From an optimization exercise on the open Yosys and OpenROAD flow, aimed at small area, a short achievable clock period and few clock cycles per item; shortcuts taken in it are not production practice.
Only simulation tests tie the RTL to the original design; equivalence was not proved.

==> run G <==
## EC_TOP
module EC_TOP(
    clk, rst_n, in_valid,
    in_Px, in_Py, in_Qx, in_Qy, in_prime, in_a,
    out_valid, out_Rx, out_Ry
);
export LEC_CHECK = 0
export ABC_AREA = 1
export CAP_MARGIN = 20
export CORE_MARGIN = 2
export CORE_UTILIZATION = 40
export SLEW_MARGIN = 20
export SYNTH_HIERARCHICAL = 1
export SYNTH_MEMORY_MAX_BITS = 16384
create_clock -name core_clock -period 220.0 [get_ports {clk}]
standard.sh (not shown) runs the stock make flow with config.mk's settings and CLKGATE_MAP_FILE= SYNTH_SCRIPT=/design/flow/synth_recipe.tcl, a recipe that flattens the netlist after the stock synthesis.
==> flow/flow/run.sh <==
#!/bin/bash
# Own layout flow:
#  1. the standard synthesis (standard.sh synth), unchanged;
#  2. an area-oriented re-mapping (ABC amap) of the combinational standard
#     cells only: flip-flops, full/half adders and tie cells stay as they are,
#     so the registers keep their names and cell types;
#  3. the standard layout from floorplan to finish, with buf_1 port buffers.
# Each tool writes its full output to a log file in the work folder.
set -euo pipefail
W="$PWD"
RES="$W/orfs/results/$FLOW_PLATFORM/EC_TOP/base"
bash standard.sh synth > "$W/synth.log" 2>&1
cp "$RES/1_2_yosys.v" "$W/1_2_yosys_standard.v"
REMAP_IN="$W/1_2_yosys_standard.v" REMAP_OUT="$RES/1_2_yosys.v" \
  yosys -c flow/remap.tcl > "$W/remap.log" 2>&1
rm -f "$RES/1_synth.odb"
export BUFFER_PORTS_ARGS="-buffer_cell sky130_fd_sc_hd__buf_1"
bash standard.sh > "$W/layout.log" 2>&1
==> flow/flow/amap.abc <==
strash
dch
amap
topo
stime -c
==> flow/flow/remap.tcl <==
# Re-map the combinational cells of the standard synthesis for area.
# Flip-flops, full/half adders and tie cells are kept as they are.
yosys -import
set lib $::env(FLOW_HOME)/platforms/$::env(FLOW_PLATFORM)/lib/sky130_fd_sc_hd__tt_025C_1v80.lib
set top $::env(FLOW_TOP)
set flat $::env(PWD)/remap_flat.v
# 1. the other cells as their logic functions
read_liberty -ignore_miss_func $lib
read_verilog $::env(REMAP_IN)
hierarchy -check -top $top
blackbox sky130_fd_sc_hd__df* sky130_fd_sc_hd__fa_* sky130_fd_sc_hd__ha_* sky130_fd_sc_hd__conb_*
flatten
opt_clean -purge
select $top
write_verilog -noattr -selected $flat
select -clear
design -reset
# 2. map that logic again
read_liberty -lib $lib
read_verilog $flat
hierarchy -check -top $top
techmap
opt -fast
set dont {}
foreach c {probe_p_8 probec_p_8 lpflow_*} { lappend dont -dont_use sky130_fd_sc_hd__$c }
abc -liberty $lib {*}$dont -script [file dirname [info script]]/amap.abc
opt_clean -purge
setundef -zero
hilomap -singleton -hicell sky130_fd_sc_hd__conb_1 HI -locell sky130_fd_sc_hd__conb_1 LO
insbuf -buf sky130_fd_sc_hd__buf_4 A X
opt_clean -purge
check -assert
tee -o $::env(PWD)/remap_stat.txt stat -liberty $lib
write_verilog -noattr -nohex -nodec $::env(REMAP_OUT)
==> run F: changes against run G <==
--- a/flow/flow/remap.tcl
+++ b/flow/flow/remap.tcl
@@ -9,5 +9,5 @@
 read_verilog $::env(REMAP_IN)
 hierarchy -check -top $top
-blackbox sky130_fd_sc_hd__df* sky130_fd_sc_hd__fa_* sky130_fd_sc_hd__ha_* sky130_fd_sc_hd__conb_*
+blackbox sky130_fd_sc_hd__df* sky130_fd_sc_hd__fa_* sky130_fd_sc_hd__ha_* sky130_fd_sc_hd__conb_* {*}[expr {[info exists ::env(REMAP_KEEP)] ? $::env(REMAP_KEEP) : ""}]
 flatten
 opt_clean -purge
==> impl_metrics.env <==
export IMPL_drc=0
export IMPL_num_tap_cells=402
export IMPL_status="timing/DRC/antenna clean"
export IMPL_post_cts_buffers=0
export IMPL_maxSlewViolCount=0
export IMPL_met3_length_um=2570
export IMPL_fmax_ghz=0.0118
export IMPL_mostFrequentLayoutCells="313 x nor2_1, 288 x fa_1, 242 x clkinv_1"
export IMPL_cp_slowest_cell="o21ai_0"
export IMPL_met3_usage_pct=1.83
export IMPL_synth_fp_nets=1888
export IMPL_multi_input_area_share_pct=81.4
export IMPL_grtUsageTotal_pct=23.6
the above is filed under run G

==> impl_metrics.env <==
export IMPL_cp_slowest_cell="o21ai_0"
export IMPL_io_pins=52
export IMPL_start_util_pct=40.7
export IMPL_met3_length_um=2570
export IMPL_met3_usage_pct=1.83
export IMPL_num_tap_cells=402
export IMPL_grt_busiest_layer="met2"
export IMPL_status="timing/DRC/antenna clean"
export IMPL_maxSlewViolCount=0
export IMPL_cp_max_fo=10
export IMPL_path_clk_slew_ns=0.05
export IMPL_grtUsageTotal_pct=23.6
export IMPL_synth_fp_nets=1888
the above is filed under run F

Testbench counts of run G, summed over its fixed seeds: cycles 3,208, items 3,200.
Testbench counts of run F, summed over its fixed seeds: cycles 3,208, items 3,200.

==> static timing again, ports no longer ideal <==
Ports are ideal in the flow. The routed layouts listed here were re-timed in OpenROAD. Step 1 assumes that a clkbuf_16 drives the clock port and a buf_2 every other input. Step 2, shift: input delay + t, output delay - t, t = (earliest + latest rising clock arrival at the registers) / 2. This alone moves slack from input paths to output paths. Three values: no drivers, after step 1, after step 2; two values: the first two.
run	t (ns)	setup slack, ns	cell pins on the clock port's net
run G	0.308	135.140 / 135.145 / 134.837	1
run F	0.308	135.140 / 135.145 / 134.837	1
After both steps setup and hold are still met in every run listed.
